Source: an optimization exercise on an open RTL-to-GDS flow (aim: small area, a short achievable clock period and few clock cycles). Production flows keep margins and buffers that such runs may drop.
Function was checked by simulation only, so behaviour that the tests miss may differ from the original.
Power and IR drop assume default switching activity.

==> nickel: inputs <==
==> flow/design.v <==
module ALU(a, b, cin, sum);
    input [31:0] a, b;
    input cin;
    output [31:0] sum;
    wire [31:0] g0 = a & b;
    wire [31:0] p0 = a ^ b;
    wire [31:0] g1, p1, g2, p2, g3, p3, g4, p4, g5;
    wire [31:0] gi = {g0[31:1], g0[0] | (p0[0] & cin)};
    genvar i;
    generate
        for (i = 0; i < 32; i = i + 1) begin : l1
            if (i >= 1) begin : c
                assign g1[i] = gi[i] | (p0[i] & gi[i-1]);
                assign p1[i] = p0[i] & p0[i-1];
            end else begin : n
                assign g1[i] = gi[i];
                assign p1[i] = p0[i];
            end
        end
        for (i = 0; i < 32; i = i + 1) begin : l2
            if (i >= 2) begin : c
                assign g2[i] = g1[i] | (p1[i] & g1[i-2]);
                assign p2[i] = p1[i] & p1[i-2];
            end else begin : n
                assign g2[i] = g1[i];
                assign p2[i] = p1[i];
            end
        end
        for (i = 0; i < 32; i = i + 1) begin : l3
            if (i >= 4) begin : c
                assign g3[i] = g2[i] | (p2[i] & g2[i-4]);
                assign p3[i] = p2[i] & p2[i-4];
            end else begin : n
                assign g3[i] = g2[i];
                assign p3[i] = p2[i];
            end
        end
        for (i = 0; i < 32; i = i + 1) begin : l4
            if (i >= 8) begin : c
                assign g4[i] = g3[i] | (p3[i] & g3[i-8]);
                assign p4[i] = p3[i] & p3[i-8];
            end else begin : n
                assign g4[i] = g3[i];
                assign p4[i] = p3[i];
            end
        end
        for (i = 0; i < 32; i = i + 1) begin : l5
            if (i >= 16) begin : c
                assign g5[i] = g4[i] | (p4[i] & g4[i-16]);
            end else begin : n
                assign g5[i] = g4[i];
            end
        end
    endgenerate
    assign sum = p0 ^ {g5[30:0], cin};
endmodule
module GPR(clk, reset, we, waddr, wdata, ov_set,
           sa, fa, ia28, ia29, sb, fb, ib28, ib29, fwd, busA, busB, valid);
    input clk, reset, we, ov_set;
    input [4:0] waddr;
    input [31:0] wdata;
    input [31:1] sa, sb;           
    input fa, fb;                  
    input ia28, ia29, ib28, ib29;  
    input [31:0] fwd;
    output [31:0] busA, busB;
    output [31:1] valid;           
    wire [31:0] q [1:31];
    genvar i;
    generate
        for (i = 1; i < 32; i = i + 1) begin : r
            if (i == 30) begin : rst
                reg [31:0] d;
                always @(posedge clk or posedge reset) begin
                    if (reset)
                        d <= 32'b0;
                    else begin
                        if (we && waddr == 5'd30)
                            d[31:1] <= wdata[31:1];
                        if ((we && waddr == 5'd30) || ov_set)
                            d[0] <= wdata[0] | ov_set;
                    end
                end
                assign q[i] = d;
                assign valid[i] = 1'b1;
            end else begin : plain
                reg [31:0] d;
                reg val;
                always @(posedge clk)
                    if (we && waddr == i)
                        d <= wdata;
                always @(posedge clk or posedge reset)
                    if (reset)
                        val <= 1'b0;
                    else if (we && waddr == i)
                        val <= 1'b1;
                assign q[i] = d;
                assign valid[i] = val;
            end
        end
    endgenerate
    reg [31:0] ra, rb;
    integer k;
    always @* begin
        ra = ({32{fa}} & fwd) | ({32{ia28}} & 32'h00001800) | ({32{ia29}} & 32'h00002ffc);
        rb = ({32{fb}} & fwd) | ({32{ib28}} & 32'h00001800) | ({32{ib29}} & 32'h00002ffc);
        for (k = 1; k < 32; k = k + 1) begin
            ra = ra | ({32{sa[k]}} & q[k]);
            rb = rb | ({32{sb[k]}} & q[k]);
        end
    end
    assign busA = ra;
    assign busB = rb;
endmodule
module mips(clk,reset,imem_addr,imem_rdata,dmem_addr,dmem_wdata,dmem_we,dmem_rdata);
    input clk;
    input reset;
    output [9:0] imem_addr;
    input [31:0] imem_rdata;
    output [9:0] dmem_addr;
    output [31:0] dmem_wdata;
    output dmem_we;
    input [31:0] dmem_rdata;
    reg [9:0]  fpc;            
    reg [9:0]  ras;            
    reg        r_v;            
    reg [31:0] r_ir;
    reg [9:0]  r_pc;           
    reg [31:1] sa, sb;         
    reg        fa, fb;         
    reg        ldm;            
    reg        ia28, ia29, ib28, ib29;   
    reg        x_v;            
    reg [31:0] x_ir;
    reg [31:0] xa;             
    reg [31:0] xbop;           
    reg        xfa;            
    reg        xfbop;          
    reg [31:0] pc_x;
    reg [9:0]  m_addr;
    reg [31:0] m_res;          
    reg        m_we;           
    reg        m_sb1;          
    reg        m_load, m_word, m_rwe, m_ov;
    reg [4:0]  m_waddr;
    function [22:0] decode;
        input [31:0] w;
        reg [5:0] op, fn;
        reg store, load, itype, logic_i, addi, rtype, alur, jr, beq, same, j, jal, sub, slt, rwe, bb, bnb;
        reg [4:0] waddr;
        begin
            op = w[31:26];
            fn = w[5:0];
            store = op[5] & op[3];
            load = op[5] & ~op[3];
            itype = ~op[5] & op[3];
            logic_i = itype & op[2];
            addi = itype & ~op[2] & ~op[0];
            rtype = ~op[5] & ~op[3] & ~op[2] & ~op[1];
            alur = rtype & fn[5];
            jr = rtype & ~fn[5] & fn[3];
            beq = ~op[5] & ~op[3] & op[2];
            same = (w[25:21] == w[20:16]);
            j = ~op[5] & ~op[3] & ~op[2] & op[1];
            jal = j & op[0];
            sub = fn[1];
            slt = alur & fn[3];
            bb = (alur & ~sub) | store;
            bnb = (alur & sub) | beq;
            rwe = load | jal | itype | alur;
            waddr = jal ? 5'd31 : rtype ? w[15:11] : w[20:16];
            decode = {store, load, op[0], addi, jr, beq, beq & ~same, j,
                      rwe & (waddr != 5'd0), bb, bnb, ~(bb | bnb),
                      jal, logic_i, op[1], slt, store,
                      ~(jal | logic_i | slt | store), waddr};
        end
    endfunction
    reg [22:0] r_c, x_c;
    wire x_store  = x_c[22];
    wire x_load   = x_c[21];
    wire x_word   = x_c[20];
    wire x_addi   = x_c[19];
    wire x_jr     = x_c[18];
    wire x_beq    = x_c[17];
    wire x_beqd   = x_c[16];
    wire x_jmp    = x_c[15];
    wire x_rwe    = x_c[14];
    wire x_bb     = x_c[13];
    wire x_bnb    = x_c[12];
    wire x_bse    = x_c[11];
    wire x_rpc4   = x_c[10];
    wire x_rlogic = x_c[9];
    wire x_rlui   = x_c[8];
    wire x_rslt   = x_c[7];
    wire x_rb     = x_c[6];
    wire x_rsum   = x_c[5];
    wire [4:0] x_waddr = x_c[4:0];
    wire r_rwe    = r_c[14];
    wire r_load   = r_c[21];
    wire [4:0] r_waddr = r_c[4:0];
    wire [4:0] r_rs = r_ir[25:21];
    wire [4:0] r_rt = r_ir[20:16];
    wire ldu = r_v & x_v & x_load & x_rwe & ((x_waddr == r_rs) | (x_waddr == r_rt));
    wire flush = m_ov;                        
    wire x_commit = x_v & ~m_sb1 & ~flush;
    wire hold_r = m_sb1 | ldu | (ldm & r_v);  
    wire r_wait = ldu | (ldm & r_v);
    wire [31:0] wdata = m_load ? (m_word ? dmem_rdata : {{24{dmem_rdata[7]}}, dmem_rdata[7:0]}) : m_res;
    wire m_wen = m_rwe & ~m_ov;
    wire [31:0] ra, rb;
    wire [31:1] valid;
    GPR GPR1(.clk(clk), .reset(reset), .we(m_wen), .waddr(m_waddr), .wdata(wdata),
             .ov_set(m_ov), .sa(sa), .fa(fa), .ia28(ia28), .ia29(ia29),
             .sb(sb), .fb(fb), .ib28(ib28), .ib29(ib29), .fwd(m_res),
             .busA(ra), .busB(rb), .valid(valid));
    wire x_byp = x_v & x_rwe & ~x_load;
    wire n_xfa = x_byp & (x_waddr == r_rs);
    wire n_xfb = x_byp & (x_waddr == r_rt);
    wire r_bb  = r_c[13];
    wire r_bnb = r_c[12];
    wire [31:0] r_se = {{16{r_ir[15]}}, r_ir[15:0]};
    wire [31:0] n_bop = r_bb ? rb : r_bnb ? ~rb : r_se;
    wire [31:0] a = xfa ? m_res : xa;
    wire [15:0] imm = x_ir[15:0];
    wire [31:0] se = {{16{imm[15]}}, imm};
    wire [31:0] bop = xfbop ? (m_res ^ {32{x_bnb}}) : xbop;
    wire [31:0] b = bop ^ {32{x_bnb}};     
    wire [31:0] sum;
    ALU ALU1(.a(a), .b(bop), .cin(x_bnb), .sum(sum));
    wire ov = (a[31] == se[31]) & (sum[31] != a[31]);
    wire lt = (a[31] != b[31]) ? a[31] : sum[31];
    wire [31:0] pc4 = pc_x + 32'd4;
    wire [31:0] logic_val = x_rlui ? {imm, 16'b0} : (a | {16'b0, imm});
    wire [31:0] res = ({32{x_rpc4}} & pc4) | ({32{x_rlogic}} & logic_val) |
                      {31'b0, x_rslt & lt} | ({32{x_rb}} & b) | ({32{x_rsum}} & sum);
    wire [9:0] maddr = a[9:0] + imm[9:0];
    wire eq = (a == b);
    wire [31:0] btarget = pc4 + {se[29:0], 2'b00};
    wire [31:0] jtarget = {pc4[31:28], x_ir[25:0], 2'b00};
    wire [31:0] npc = x_jr ? a : (x_beq & eq) ? btarget : x_jmp ? jtarget : pc4;
    wire redirect = x_commit & ((x_jr & (~r_v | (a[9:0] != r_pc))) | (x_beqd & eq));
    wire [9:0] rtarget = x_jr ? a[9:0] : btarget[9:0];
    wire [31:0] w = imem_rdata;
    wire f_j    = ~w[31] & ~w[29] & ~w[28] & w[27];
    wire f_jal  = f_j & w[26];
    wire f_beqs = ~w[31] & ~w[29] & w[28] & (w[25:21] == w[20:16]);
    wire f_jr   = ~w[31] & ~w[29] & ~w[28] & ~w[27] & ~w[5] & w[3];
    wire [9:0] fpc4 = fpc + 10'd4;
    wire [9:0] fpred = f_j  ? {w[7:0], 2'b00} :
                       f_beqs ? fpc4 + {w[7:0], 2'b00} :
                       f_jr ? ras : fpc4;
    wire [4:0] n_rs = hold_r ? r_rs : w[25:21];
    wire [4:0] n_rt = hold_r ? r_rt : w[20:16];
    wire n_mw = x_commit & x_rwe & ~x_load;
    wire n_ldm = x_commit & x_rwe & x_load & ((x_waddr == n_rs) | (x_waddr == n_rt));
    wire n_fa = n_mw & (x_waddr == n_rs);
    wire n_fb = n_mw & (x_waddr == n_rt);
    wire [31:1] n_valid;
    wire [31:1] n_sa, n_sb;
    genvar i;
    generate
        for (i = 1; i < 32; i = i + 1) begin : sel
            assign n_valid[i] = valid[i] | (m_wen & (m_waddr == i));
            assign n_sa[i] = (n_rs == i) & n_valid[i] & ~n_fa;
            assign n_sb[i] = (n_rt == i) & n_valid[i] & ~n_fb;
        end
    endgenerate
    assign dmem_addr = m_addr;
    assign dmem_wdata = m_res;
    assign dmem_we = m_we;
    assign imem_addr = fpc;
    always @(posedge clk or posedge reset) begin
        if (reset) begin
            fpc <= 10'h000;
            r_v <= 1'b0;
            x_v <= 1'b0;
            pc_x <= 32'h00003000;
        end else begin
            if (x_commit)
                pc_x <= npc;
            if (flush) begin
                fpc <= pc_x[9:0];
                r_v <= 1'b0;
                x_v <= 1'b0;
            end else if (m_sb1) begin
            end else if (redirect) begin
                fpc <= rtarget;
                r_v <= 1'b0;
                x_v <= 1'b0;
            end else if (r_wait) begin
                x_v <= 1'b0;
            end else begin
                fpc <= fpred;
                r_v <= 1'b1;
                x_v <= r_v;
            end
        end
    end
    always @(posedge clk) begin
        sa <= n_sa; sb <= n_sb;
        fa <= n_fa; fb <= n_fb;
        ldm <= n_ldm;
        ia28 <= (n_rs == 5'd28) & ~n_valid[28] & ~n_fa;
        ia29 <= (n_rs == 5'd29) & ~n_valid[29] & ~n_fa;
        ib28 <= (n_rt == 5'd28) & ~n_valid[28] & ~n_fb;
        ib29 <= (n_rt == 5'd29) & ~n_valid[29] & ~n_fb;
        if (!hold_r) begin
            r_ir <= w;
            r_c <= decode(w);
            r_pc <= fpc;
            if (!redirect && !flush && f_jal)
                ras <= fpc4;
        end
        if (!m_sb1) begin
            x_ir <= r_ir;
            x_c <= r_c;
            xa <= ra;
            xbop <= n_bop;
            xfa <= n_xfa;
            xfbop <= n_xfb & (r_bb | r_bnb);
        end
    end
    always @(posedge clk or posedge reset) begin
        if (reset) begin
            m_we <= 1'b0;
            m_sb1 <= 1'b0;
            m_rwe <= 1'b0;
            m_ov <= 1'b0;
        end else if (m_sb1) begin
            m_sb1 <= 1'b0;
            m_we <= 1'b1;
        end else if (x_commit) begin
            m_we <= x_store & x_word;
            m_sb1 <= x_store & ~x_word;
            m_rwe <= x_rwe;
            m_ov <= x_addi & ov;
        end else begin
            m_we <= 1'b0;
            m_sb1 <= 1'b0;
            m_rwe <= 1'b0;
            m_ov <= 1'b0;
        end
    end
    always @(posedge clk) begin
        if (m_sb1)
            m_res[31:8] <= dmem_rdata[31:8];
        else begin
            m_addr <= maddr;
            m_res <= res;
            m_load <= x_load;
            m_word <= x_word;
            m_waddr <= x_waddr;
        end
    end
endmodule
==> flow/flow/run.sh <==
#!/bin/bash
set -euo pipefail
bash standard.sh SETUP_SLACK_MARGIN=6.5 "BUFFER_PORTS_ARGS=-buffer_cell sky130_fd_sc_hd__buf_4" finish > standard_flow.log 2>&1
==> flow/standard.sh <==
#!/bin/bash
# synth_recipe.tcl (not shown) runs the flow's synth.tcl, then flattens the netlist and writes it again
# the make line also repeats each setting of config.mk as NAME=value (left out here)
make -C /OpenROAD-flow-scripts/flow DESIGN_CONFIG=/design/flow/config.mk WORK_HOME=/design/flow/orfs CLKGATE_MAP_FILE= SYNTH_SCRIPT=/design/flow/synth_recipe.tcl "${@:-finish}"
==> flow/config.mk <==
export PLATFORM = sky130hd
export DESIGN_NAME = mips
export DESIGN_NICKNAME = mips
export VERILOG_FILES = /design/flow/design.v
export SDC_FILE = /design/flow/constraint.sdc
export NUM_CORES = 4
export LEC_CHECK = 0
export CAP_MARGIN = 20
export CORE_MARGIN = 2
export CORE_UTILIZATION = 40
export SLEW_MARGIN = 20
==> flow/constraint.sdc <==
create_clock -name core_clock -period 10.0 [get_ports {clk}]
set_input_delay 2.0000 -clock core_clock [delete_from_list [all_inputs] [get_ports {clk}]]
set_output_delay 2.0000 -clock core_clock [all_outputs]
set_load 0.01 [all_outputs]
==> inputs of raven, as changes to nickel <==
--- a/flow/design.v
+++ b/flow/design.v
@@ -129,5 +129,4 @@
     reg [31:1] sa, sb;         
     reg        fa, fb;         
-    reg        ldm;            
     reg        ia28, ia29, ib28, ib29;   
     reg        x_v;            
@@ -204,6 +203,5 @@
     wire flush = m_ov;                        
     wire x_commit = x_v & ~m_sb1 & ~flush;
-    wire hold_r = m_sb1 | ldu | (ldm & r_v);  
-    wire r_wait = ldu | (ldm & r_v);
+    wire hold_r = m_sb1 | ldu;                
     wire [31:0] wdata = m_load ? (m_word ? dmem_rdata : {{24{dmem_rdata[7]}}, dmem_rdata[7:0]}) : m_res;
     wire m_wen = m_rwe & ~m_ov;
@@ -212,5 +210,5 @@
     GPR GPR1(.clk(clk), .reset(reset), .we(m_wen), .waddr(m_waddr), .wdata(wdata),
              .ov_set(m_ov), .sa(sa), .fa(fa), .ia28(ia28), .ia29(ia29),
-             .sb(sb), .fb(fb), .ib28(ib28), .ib29(ib29), .fwd(m_res),
+             .sb(sb), .fb(fb), .ib28(ib28), .ib29(ib29), .fwd(wdata),
              .busA(ra), .busB(rb), .valid(valid));
     wire x_byp = x_v & x_rwe & ~x_load;
@@ -252,6 +250,5 @@
     wire [4:0] n_rs = hold_r ? r_rs : w[25:21];
     wire [4:0] n_rt = hold_r ? r_rt : w[20:16];
-    wire n_mw = x_commit & x_rwe & ~x_load;
-    wire n_ldm = x_commit & x_rwe & x_load & ((x_waddr == n_rs) | (x_waddr == n_rt));
+    wire n_mw = x_commit & x_rwe;
     wire n_fa = n_mw & (x_waddr == n_rs);
     wire n_fb = n_mw & (x_waddr == n_rt);
@@ -288,5 +285,5 @@
                 r_v <= 1'b0;
                 x_v <= 1'b0;
-            end else if (r_wait) begin
+            end else if (ldu) begin
                 x_v <= 1'b0;
             end else begin
@@ -300,5 +297,4 @@
         sa <= n_sa; sb <= n_sb;
         fa <= n_fa; fb <= n_fb;
-        ldm <= n_ldm;
         ia28 <= (n_rs == 5'd28) & ~n_valid[28] & ~n_fa;
         ia29 <= (n_rs == 5'd29) & ~n_valid[29] & ~n_fa;
==> inputs of delta, as changes to nickel <==
==> flow/design.v, changed modules only <==
module mips(clk,reset,imem_addr,imem_rdata,dmem_addr,dmem_wdata,dmem_we,dmem_rdata);
    input clk;
    input reset;
    output [9:0] imem_addr;
    input [31:0] imem_rdata;
    output [9:0] dmem_addr;
    output [31:0] dmem_wdata;
    output dmem_we;
    input [31:0] dmem_rdata;
    reg [9:0]  fpc;            
    reg [9:0]  ras;            
    reg        r_v;            
    reg [31:0] r_ir;
    reg [9:0]  r_pc;           
    reg [31:1] sa, sb;         
    reg        fa, fb;         
    reg        ia28, ia29, ib28, ib29;   
    reg        x_v;            
    reg [31:0] x_ir;
    reg [31:0] xa, xb;         
    reg [31:0] xbop;           
    reg        xfa, xfb;       
    reg        xfbop;          
    reg [31:0] pc_x;
    reg [9:0]  m_addr;
    reg [31:0] m_res;          
    reg        m_we;           
    reg        m_sb1;          
    reg        m_load, m_word, m_rwe, m_ov;
    reg [4:0]  m_waddr;
    function [22:0] decode;
        input [31:0] w;
        reg [5:0] op, fn;
        reg store, load, itype, logic_i, addi, rtype, alur, jr, beq, same, j, jal, sub, slt, rwe;
        reg [4:0] waddr;
        begin
            op = w[31:26];
            fn = w[5:0];
            store = op[5] & op[3];
            load = op[5] & ~op[3];
            itype = ~op[5] & op[3];
            logic_i = itype & op[2];
            addi = itype & ~op[2] & ~op[0];
            rtype = ~op[5] & ~op[3] & ~op[2] & ~op[1];
            alur = rtype & fn[5];
            jr = rtype & ~fn[5] & fn[3];
            beq = ~op[5] & ~op[3] & op[2];
            same = (w[25:21] == w[20:16]);
            j = ~op[5] & ~op[3] & ~op[2] & op[1];
            jal = j & op[0];
            sub = fn[1];
            slt = alur & fn[3];
            rwe = load | jal | itype | alur;
            waddr = jal ? 5'd31 : rtype ? w[15:11] : w[20:16];
            decode = {store, load, op[0], addi, jr, beq, beq & ~same, j,
                      rwe & (waddr != 5'd0), alur & ~sub, alur & sub, ~alur,
                      jal, logic_i, op[1], slt, store,
                      ~(jal | logic_i | slt | store), waddr};
        end
    endfunction
    reg [22:0] r_c, x_c;
    wire x_store  = x_c[22];
    wire x_load   = x_c[21];
    wire x_word   = x_c[20];
    wire x_addi   = x_c[19];
    wire x_jr     = x_c[18];
    wire x_beq    = x_c[17];
    wire x_beqd   = x_c[16];
    wire x_jmp    = x_c[15];
    wire x_rwe    = x_c[14];
    wire x_bb     = x_c[13];
    wire x_bnb    = x_c[12];
    wire x_bse    = x_c[11];
    wire x_rpc4   = x_c[10];
    wire x_rlogic = x_c[9];
    wire x_rlui   = x_c[8];
    wire x_rslt   = x_c[7];
    wire x_rb     = x_c[6];
    wire x_rsum   = x_c[5];
    wire [4:0] x_waddr = x_c[4:0];
    wire r_rwe    = r_c[14];
    wire r_load   = r_c[21];
    wire [4:0] r_waddr = r_c[4:0];
    wire [4:0] r_rs = r_ir[25:21];
    wire [4:0] r_rt = r_ir[20:16];
    wire ldu = r_v & x_v & x_load & x_rwe & ((x_waddr == r_rs) | (x_waddr == r_rt));
    wire flush = m_ov;                        
    wire x_commit = x_v & ~m_sb1 & ~flush;
    wire hold_r = m_sb1 | ldu;                
    wire [31:0] wdata = m_load ? (m_word ? dmem_rdata : {{24{dmem_rdata[7]}}, dmem_rdata[7:0]}) : m_res;
    wire m_wen = m_rwe & ~m_ov;
    wire [31:0] ra, rb;
    wire [31:1] valid;
    GPR GPR1(.clk(clk), .reset(reset), .we(m_wen), .waddr(m_waddr), .wdata(wdata),
             .ov_set(m_ov), .sa(sa), .fa(fa), .ia28(ia28), .ia29(ia29),
             .sb(sb), .fb(fb), .ib28(ib28), .ib29(ib29), .fwd(wdata),
             .busA(ra), .busB(rb), .valid(valid));
    wire x_byp = x_v & x_rwe & ~x_load;
    wire n_xfa = x_byp & (x_waddr == r_rs);
    wire n_xfb = x_byp & (x_waddr == r_rt);
    wire r_bb  = r_c[13];
    wire r_bnb = r_c[12];
    wire [31:0] r_se = {{16{r_ir[15]}}, r_ir[15:0]};
    wire [31:0] n_bop = r_bb ? rb : r_bnb ? ~rb : r_se;
    wire [31:0] a = xfa ? m_res : xa;
    wire [31:0] b = xfb ? m_res : xb;
    wire [15:0] imm = x_ir[15:0];
    wire [31:0] se = {{16{imm[15]}}, imm};
    wire [31:0] bop = xfbop ? (m_res ^ {32{x_bnb}}) : xbop;
    wire [31:0] sum;
    ALU ALU1(.a(a), .b(bop), .cin(x_bnb), .sum(sum));
    wire ov = (a[31] == se[31]) & (sum[31] != a[31]);
    wire lt = (a[31] != b[31]) ? a[31] : sum[31];
    wire [31:0] pc4 = pc_x + 32'd4;
    wire [31:0] logic_val = x_rlui ? {imm, 16'b0} : (a | {16'b0, imm});
    wire [31:0] res = ({32{x_rpc4}} & pc4) | ({32{x_rlogic}} & logic_val) |
                      {31'b0, x_rslt & lt} | ({32{x_rb}} & b) | ({32{x_rsum}} & sum);
    wire [9:0] maddr = a[9:0] + imm[9:0];
    wire eq = (a == b);
    wire [31:0] btarget = pc4 + {se[29:0], 2'b00};
    wire [31:0] jtarget = {pc4[31:28], x_ir[25:0], 2'b00};
    wire [31:0] npc = x_jr ? a : (x_beq & eq) ? btarget : x_jmp ? jtarget : pc4;
    wire redirect = x_commit & ((x_jr & (~r_v | (a[9:0] != r_pc))) | (x_beqd & eq));
    wire [9:0] rtarget = x_jr ? a[9:0] : btarget[9:0];
    wire [31:0] w = imem_rdata;
    wire f_j    = ~w[31] & ~w[29] & ~w[28] & w[27];
    wire f_jal  = f_j & w[26];
    wire f_beqs = ~w[31] & ~w[29] & w[28] & (w[25:21] == w[20:16]);
    wire f_jr   = ~w[31] & ~w[29] & ~w[28] & ~w[27] & ~w[5] & w[3];
    wire [9:0] fpc4 = fpc + 10'd4;
    wire [9:0] fpred = f_j  ? {w[7:0], 2'b00} :
                       f_beqs ? fpc4 + {w[7:0], 2'b00} :
                       f_jr ? ras : fpc4;
    wire [4:0] n_rs = hold_r ? r_rs : w[25:21];
    wire [4:0] n_rt = hold_r ? r_rt : w[20:16];
    wire n_mw = x_commit & x_rwe;
    wire n_fa = n_mw & (x_waddr == n_rs);
    wire n_fb = n_mw & (x_waddr == n_rt);
    wire [31:1] n_valid;
    wire [31:1] n_sa, n_sb;
    genvar i;
    generate
        for (i = 1; i < 32; i = i + 1) begin : sel
            assign n_valid[i] = valid[i] | (m_wen & (m_waddr == i));
            assign n_sa[i] = (n_rs == i) & n_valid[i] & ~n_fa;
            assign n_sb[i] = (n_rt == i) & n_valid[i] & ~n_fb;
        end
    endgenerate
    assign dmem_addr = m_addr;
    assign dmem_wdata = m_res;
    assign dmem_we = m_we;
    assign imem_addr = fpc;
    always @(posedge clk or posedge reset) begin
        if (reset) begin
            fpc <= 10'h000;
            r_v <= 1'b0;
            x_v <= 1'b0;
            pc_x <= 32'h00003000;
        end else begin
            if (x_commit)
                pc_x <= npc;
            if (flush) begin
                fpc <= pc_x[9:0];
                r_v <= 1'b0;
                x_v <= 1'b0;
            end else if (m_sb1) begin
            end else if (redirect) begin
                fpc <= rtarget;
                r_v <= 1'b0;
                x_v <= 1'b0;
            end else if (ldu) begin
                x_v <= 1'b0;
            end else begin
                fpc <= fpred;
                r_v <= 1'b1;
                x_v <= r_v;
            end
        end
    end
    always @(posedge clk) begin
        sa <= n_sa; sb <= n_sb;
        fa <= n_fa; fb <= n_fb;
        ia28 <= (n_rs == 5'd28) & ~n_valid[28] & ~n_fa;
        ia29 <= (n_rs == 5'd29) & ~n_valid[29] & ~n_fa;
        ib28 <= (n_rt == 5'd28) & ~n_valid[28] & ~n_fb;
        ib29 <= (n_rt == 5'd29) & ~n_valid[29] & ~n_fb;
        if (!hold_r) begin
            r_ir <= w;
            r_c <= decode(w);
            r_pc <= fpc;
            if (!redirect && !flush && f_jal)
                ras <= fpc4;
        end
        if (!m_sb1) begin
            x_ir <= r_ir;
            x_c <= r_c;
            xa <= ra;
            xb <= rb;
            xbop <= n_bop;
            xfa <= n_xfa;
            xfb <= n_xfb;
            xfbop <= n_xfb & (r_bb | r_bnb);
        end
    end
    always @(posedge clk or posedge reset) begin
        if (reset) begin
            m_we <= 1'b0;
            m_sb1 <= 1'b0;
            m_rwe <= 1'b0;
            m_ov <= 1'b0;
        end else if (m_sb1) begin
            m_sb1 <= 1'b0;
            m_we <= 1'b1;
        end else if (x_commit) begin
            m_we <= x_store & x_word;
            m_sb1 <= x_store & ~x_word;
            m_rwe <= x_rwe;
            m_ov <= x_addi & ov;
        end else begin
            m_we <= 1'b0;
            m_sb1 <= 1'b0;
            m_rwe <= 1'b0;
            m_ov <= 1'b0;
        end
    end
    always @(posedge clk) begin
        if (m_sb1)
            m_res[31:8] <= dmem_rdata[31:8];
        else begin
            m_addr <= maddr;
            m_res <= res;
            m_load <= x_load;
            m_word <= x_word;
            m_waddr <= x_waddr;
        end
    end
endmodule
==> comparison table <==
metric	raven	nickel	delta
Result of the run	timing/DRC/antenna clean	timing/DRC/antenna clean	timing/DRC/antenna clean
CP Data Arrival Time	4500 ps	4470 ps	4560 ps
Share of layout cells above drive strength 1	22.9%	22.1%	23.1%
RR Startpoint	x_c[12]	xfa	xfa
Reg power frac	34.9%	34.7%	35.8%
Simple-gate area share of the yosys netlist	6.89%	8.40%	6.64%
Iteration count of the initial detailed-routing pass	11	9	12
Clock group power	5620 uW	5620 uW	5760 uW
Required time worst endpoint	10680 ps	10560 ps	10660 ps
Synthesized Nets	5059	5264	5053
Flip-flop and latch area	0.0397 sq mm	0.0398 sq mm	0.0408 sq mm
Area Growth Syn to Fin	20.7%	20.6%	20.8%
Fmax	0.262 GHz	0.256 GHz	0.256 GHz
Worst Hold Path EP	x_c[3]	x_c[7]	x_c[2]
Max IR drop VDD	0.190 mV	0.221 mV	0.205 mV
Slack of the worst reg-to-reg path	6180 ps	6090 ps	6100 ps
FF+latch count	1366	1367	1399
Crit. Startpoint	x_c[12]	xfa	xfa
Synthesized instance count	4901	5106	4895
Largest stage delay on the critical path	440 ps	420 ps	490 ps
GR Layer Usage met2	51.2%	53.9%	50.9%
Highest fanout seen on the critical path	4	5	8
Testbench counts of nickel, summed over its fixed seeds: cycles 40,879.
Testbench counts of raven, summed over its fixed seeds: cycles 40,750.
Testbench counts of delta, summed over its fixed seeds: cycles 40,750.

afterwards: timing with drivers on the ports:
The results above use ideal ports. As a check the final layouts listed here were re-extracted and re-timed, cells and wires unchanged. Step 1 (the two cells are an assumption about what drives the block):
set clk [get_ports {clk}]
set_driving_cell -lib_cell sky130_fd_sc_hd__clkbuf_16 $clk
set_driving_cell -lib_cell sky130_fd_sc_hd__buf_2 [delete_from_list [all_inputs] $clk]
Step 2, shift: input delay + t, output delay - t, t = (earliest + latest rising clock arrival at the registers) / 2. This alone moves slack from input paths to output paths. a / b / c = no drivers / after step 1 / after step 2; a / b = the first two.
| run | shift t [ns] | setup slack, ns | hold slack, ns | latest minus earliest clock arrival (ns) | pins driven straight from the clock port |
|---|---|---|---|---|---|
| nickel | 0.887 | 6.094 / 6.094 / 5.695 | 0.414 / 0.414 / 0.414 | 0.039 / 0.038 | 1 |
| raven | 0.891 | 6.180 / 6.180 / 5.482 | 0.417 / 0.417 / 0.417 | 0.049 / 0.049 | 1 |
| delta | 0.900 | 6.095 / 6.095 / 5.364 | 0.418 / 0.418 / 0.418 | 0.034 / 0.034 | 1 |
After both steps every run listed still meets setup and hold. For delta, which loses most, drivers alone change the setup slack by 0.000 ns; drivers and shift together by -0.731 ns.
